This design comes from an exercise in tuning for small area, a short achievable clock period and few clock cycles per item on the open sky130 flow, not from production work. In this exercise RTL edits were held to simulation tests only and were not proved equivalent to the original. Power figures rest on the tool's default switching activity, not on a simulated workload.

## try-yarrow
==> module ysyx_22040228divider, before the edit <==
module ysyx_22040228divider (
    input        wire                                       clk               ,
    input        wire                                       rst               ,
    input        wire    [63:0]                             diviser           ,
    input        wire    [63:0]                             dividend          ,
    input        wire    [7 :0]                             inst_opcode       ,
    input        wire                                       div_ready         ,
    output       wire    [63:0]                             div_rem_data      ,
    output       wire                                       div_finish
);
localparam [2:0] S_IDLE = 3'd0,
                 S_PREP = 3'd1,
                 S_CHK  = 3'd2,
                 S_RUN  = 3'd3,
                 S_FIX1 = 3'd4,
                 S_FIX2 = 3'd5,
                 S_DONE = 3'd6;
reg     [2:0]    st       ;
reg              finish   ;
reg     [63:0]   R        ;    
reg     [71:0]   D        ;    
reg     [63:0]   Q        ;    
reg     [6:0]    t        ;    
reg              ci       ;    
reg              aln      ;    
reg              wrd      ;    
reg              rem      ;    
reg              aneg     ;    
reg              bneg     ;    
reg              nfin     ;    
wire op_div   = (inst_opcode == 8'b10000110  );
wire op_divw  = (inst_opcode == 8'b01010001 );
wire op_divuw = (inst_opcode == 8'b00100101);
wire op_rem   = (inst_opcode == 8'b11000001  );
wire op_remu  = (inst_opcode == 8'b10000101 );
wire op_remw  = (inst_opcode == 8'b00010011 );
wire op_remuw = (inst_opcode == 8'b01000011);
wire i_sgn  = op_div | op_divw | op_rem | op_remw ;
wire i_wrd  = op_divw | op_divuw | op_remw | op_remuw ;
wire i_rem  = op_rem | op_remu | op_remw | op_remuw ;
wire i_aneg = i_sgn & (i_wrd ? dividend[31] : dividend[63]) ;
wire i_bneg = i_sgn & (i_wrd ? diviser[31]  : diviser[63] ) ;
wire [63:0] a_mag = {(i_wrd ? 32'b0 : (dividend[63:32] ^ {32{i_aneg}})), dividend[31:0] ^ {32{i_aneg}}} ;
wire [63:0] b_mag = {(i_wrd ? 32'b0 : (diviser[63:32]  ^ {32{i_bneg}})), diviser[31:0]  ^ {32{i_bneg}}} ;
reg [63:0] H ;
reg [63:0] hl ;
integer k, l ;
always @(*) begin
    H = R ;
    for (l = 0; l < 6; l = l + 1) begin
        hl = H ;
        for (k = 0; k < 64; k = k + 1)
            if (((k >> l) & 1) == 0)
                H[k] = hl[k] | hl[(k | (1 << l)) & ~((1 << l) - 1)] ;
    end
end
wire d_hi   = |D[71:64] ;
wire len_ge = d_hi | (|(D[63:0] & ~{1'b0, H[63:1]})) ;    
wire len_g2 = (|D[71:65]) | (|(D[64:1] & ~H)) ;           
wire d_zero = ~(|D) & ~bneg ;                             
wire [63:0] sub_b = ~D[63:0] ;
reg  [63:0] ag, ap, cg, cp, cgl, cpl ;
integer m, n ;
always @(*) begin
    ag = R & sub_b ;
    ap = R ^ sub_b ;
    cg = ag ;
    cp = ap ;
    for (n = 0; n < 6; n = n + 1) begin
        cgl = cg ;
        cpl = cp ;
        for (m = 0; m < 64; m = m + 1)
            if (((m >> n) & 1) == 1) begin
                cg[m] = cgl[m] | (cpl[m] & cgl[((m >> n) << n) - 1]) ;
                cp[m] = cpl[m] & cpl[((m >> n) << n) - 1] ;
            end
    end
end
wire [64:0] cy  = {cg | (cp & {64{ci}}), ci} ;    
wire [64:0] sub = {cy[64], ap ^ cy[63:0]} ;
wire        ge  = sub[64] & ~d_hi ;
wire idle   = (st == S_IDLE) ;
wire prep   = (st == S_PREP) ;
wire quick  = d_zero ;
wire chk_q  = (st == S_CHK) & quick ;
wire run    = (st == S_RUN) | ((st == S_CHK) & ~quick) ;
wire shift8 = run & aln & H[0] & ~len_ge ;                  
wire skip2  = run & ~shift8 & (t[6:1] != 6'd0) & len_g2 ;  
wire step1  = run & ~shift8 & ~skip2 ;
wire iter   = step1 | skip2 ;
wire last   = step1 & (t == 7'd0) ;                         
wire fin    = chk_q | (iter & last) ;                       
wire q_zero = ~(|Q[62:0]) & ~ge ;                          
wire tofix  = chk_q ? (rem ? aneg : 1'b1) : (nfin & (rem | ~q_zero)) ;    
wire [6:0] t_p8 = t + 7'd8 ;
wire [6:0] t_m1 = t - 7'd1 ;
wire [6:0] t_m2 = t - 7'd2 ;
wire [63:0] q_last = {Q[62:0], ge & ~chk_q} | {63'b0, chk_q & d_zero} ;
wire [63:0] q_next = (skip2 | chk_q) ? {Q[61:0], 1'b0, chk_q & d_zero} : {Q[62:0], ge} ;
wire        fin_q   = fin & ~rem ;                          
wire        sel_sub = prep | (st == S_FIX2) | (run & ~fin_q) ;
wire        r_en    = idle | prep | (st == S_FIX1) | (st == S_FIX2) | fin_q | (ge & run & ~shift8) ;
wire [63:0] r_d     = sel_sub ? sub[63:0] : (idle ? a_mag : (fin_q ? q_last : 64'b0)) ;
always @(posedge clk) begin
    if (idle | prep)
        D <= {8'b0, b_mag | {64{idle & i_aneg}}} ;
    else if (st == S_FIX1)
        D <= {8'b0, R} ;
    else if (shift8)
        D <= {D[63:0], {8{bneg}}} ;
    else if (skip2)
        D <= {2'b0, D[71:2]} ;
    else
        D <= {1'b0, D[71:1]} ;
    Q <= iter ? q_next : 64'b0 ;
    if (idle)
        t <= 7'd0 ;
    else if (shift8)
        t <= t_p8 ;
    else if (skip2)
        t <= t_m2 ;
    else if (step1)
        t <= t_m1 ;
    if (idle)
        ci <= i_aneg | ~i_bneg ;
    else if (prep)
        ci <= ~bneg ;
    else if (st == S_FIX1)
        ci <= 1'b1 ;
    if (idle) begin
        aln  <= 1'b1 ;
        wrd  <= i_wrd ;
        rem  <= i_rem ;
        aneg <= i_aneg ;
        bneg <= i_bneg ;
        nfin <= i_rem ? i_aneg : (i_aneg ^ i_bneg) ;
    end
    else if (iter)
        aln <= 1'b0 ;
    if (r_en)
        R <= r_d ;
end
always @(posedge clk) begin
    if (rst == 1'b1) begin
        st     <= S_IDLE ;
        finish <= 1'b0 ;
    end
    else begin
        case (st)
            S_IDLE : begin
                finish <= 1'b0 ;
                if (div_ready)
                    st <= i_aneg ? S_PREP : S_CHK ;
            end
            S_PREP :
                st <= S_CHK ;
            S_FIX1 :
                st <= S_FIX2 ;
            S_FIX2 : begin
                st     <= S_DONE ;
                finish <= 1'b1 ;
            end
            S_DONE : begin
                st     <= S_IDLE ;
                finish <= 1'b0 ;
            end
            default : begin    
                if (fin) begin
                    st     <= tofix ? S_FIX1 : S_DONE ;
                    finish <= ~tofix ;
                end
                else
                    st <= S_RUN ;
            end
        endcase
    end
end
assign div_finish   = finish ;
assign div_rem_data = wrd ? {{32{R[31]}}, R[31:0]} : R ;
endmodule
Settings: LEC_CHECK=0, CAP_MARGIN=20, CORE_MARGIN=2, CORE_UTILIZATION=40, PLACE_DENSITY=0.6, SETUP_SLACK_MARGIN=1.5, SLEW_MARGIN=20, TNS_END_PERCENT=5; clock period 5.5 ns.
run.sh (not shown) runs the stock make flow with config.mk's settings and CLKGATE_MAP_FILE= SYNTH_SCRIPT=/design/flow/synth_recipe.tcl, a recipe that flattens the netlist after the stock synthesis.
Testbench counts of try-yarrow, summed over its fixed seeds: cycles 41,156, items 3,200.
### try-yarrow -> try-nickel
-- flow/design.v --
<<< try-yarrow, line 86
wire run    = (st == S_RUN) | ((st == S_CHK) & ~quick) ;
wire shift8 = run & aln & H[0] & ~len_ge ;                  
wire skip2  = run & ~shift8 & (t[6:1] != 6'd0) & len_g2 ;  
wire step1  = run & ~shift8 & ~skip2 ;
wire iter   = step1 | skip2 ;
wire last   = step1 & (t == 7'd0) ;                         
wire fin    = chk_q | (iter & last) ;                       
wire q_zero = ~(|Q[62:0]) & ~ge ;                          
wire tofix  = chk_q ? (rem ? aneg : 1'b1) : (nfin & (rem | ~q_zero)) ;    
wire [6:0] t_p8 = t + 7'd8 ;
wire [6:0] t_m1 = t - 7'd1 ;
wire [6:0] t_m2 = t - 7'd2 ;
wire [63:0] q_last = {Q[62:0], ge & ~chk_q} | {63'b0, chk_q & d_zero} ;
wire [63:0] q_next = (skip2 | chk_q) ? {Q[61:0], 1'b0, chk_q & d_zero} : {Q[62:0], ge} ;
wire        fin_q   = fin & ~rem ;                          
wire        sel_sub = prep | (st == S_FIX2) | (run & ~fin_q) ;
wire        r_en    = idle | prep | (st == S_FIX1) | (st == S_FIX2) | fin_q | (ge & run & ~shift8) ;
wire [63:0] r_d     = sel_sub ? sub[63:0] : (idle ? a_mag : (fin_q ? q_last : 64'b0)) ;
always @(posedge clk) begin
    if (idle | prep)
>>> try-nickel, line 86
wire run    = (st == S_RUN) | ((st == S_CHK) & ~quick) ;
wire shift8 = run & aln & H[0] & ~len_ge ;                  
wire skip2  = run & ~shift8 & (t != 7'd0) & len_g2 ;        
wire step1  = run & ~shift8 & ~skip2 ;
wire iter   = step1 | skip2 ;
wire last   = (skip2 & (t == 7'd1)) | (step1 & (t == 7'd0)) ;
wire fin    = chk_q | (iter & last) ;                       
wire q_zero = ~(|Q[62:0]) & ~ge ;                          
wire tofix  = chk_q ? (rem ? aneg : 1'b1) : (nfin & (rem | ~q_zero)) ;    
wire [63:0] q_next = (skip2 | chk_q) ? {Q[61:0], 1'b0, chk_q & d_zero} : {Q[62:0], ge} ;
wire        use_sub = prep | (st == S_FIX2) | (ge & step1 & ~(last & ~rem)) ;
wire [63:0] r_oth   = idle ? a_mag : ((st == S_FIX1) ? 64'b0 : ((fin & ~rem) ? q_next : R)) ;
always @(posedge clk) begin
    if (idle | prep)
<<< try-yarrow, line 117
        t <= 7'd0 ;
    else if (shift8)
        t <= t_p8 ;
    else if (skip2)
        t <= t_m2 ;
    else if (step1)
        t <= t_m1 ;
    if (idle)
        ci <= i_aneg | ~i_bneg ;
>>> try-nickel, line 111
        t <= 7'd0 ;
    else if (shift8)
        t <= t + 7'd8 ;
    else if (iter)
        t <= t - (skip2 ? 7'd2 : 7'd1) ;
    if (idle)
        ci <= i_aneg | ~i_bneg ;
<<< try-yarrow, line 138
    else if (iter)
        aln <= 1'b0 ;
    if (r_en)
        R <= r_d ;
end
always @(posedge clk) begin
>>> try-nickel, line 130
    else if (iter)
        aln <= 1'b0 ;
    R <= use_sub ? sub[63:0] : r_oth ;
end
always @(posedge clk) begin
--- outcome ---
Result: PASS for each of try-yarrow and try-nickel. Of try-yarrow and try-nickel, the higher worst-case setup slack after placement belongs to try-yarrow. From try-yarrow to try-nickel the numbers moved as follows: leakage power summed over all cells went up by about 5%; final cell count lower; final area now sits higher; first-iteration DRC count saw a decrease. Mean number of vias per cell essentially unchanged between try-yarrow and try-nickel. [compare] base=try-yarrow new=try-nickel: portion of the clock cycle consumed by the worst path in the final layout climbed 6.2 points, number of tap cells added at floorplan fell about 1.3%, routed wire length has decreased, least setup slack across all paths after layout has decreased. On try-nickel: global-route usage is 0.56 points lower than what try-yarrow gave. The cell-internal power in try-nickel was higher than what try-yarrow gave.
Testbench counts of try-nickel, summed over its fixed seeds: cycles 40,989, items 3,200.

-- afterwards: timing with drivers on the ports --
How much do the figures lean on ideal ports? The routed layouts below were timed once more, with nothing changed but the port constraints.
Step 1 assumes that a clkbuf_16 drives the clock port and a buf_2 every other input.
Step 2, shift: input delay + t, output delay - t, t = (earliest + latest rising clock arrival at the registers) / 2. This alone moves slack from input paths to output paths.
a / b / c = ideal ports / drivers / drivers and shift; a / b = the first two.
run | t, ns | setup slack, ns | clock arrival spread, ns | cell pins on the clock port's net
try-yarrow | 0.617 | 1.557 / 1.557 / 0.997 | 0.026 / 0.026 | 1
try-nickel | 0.600 | 1.215 / 1.215 / 0.788 | 0.012 / 0.012 | 1
After both steps every run listed still meets setup and hold. For try-yarrow, which loses most, drivers alone change the setup slack by 0.000 ns; drivers and shift together by -0.560 ns.
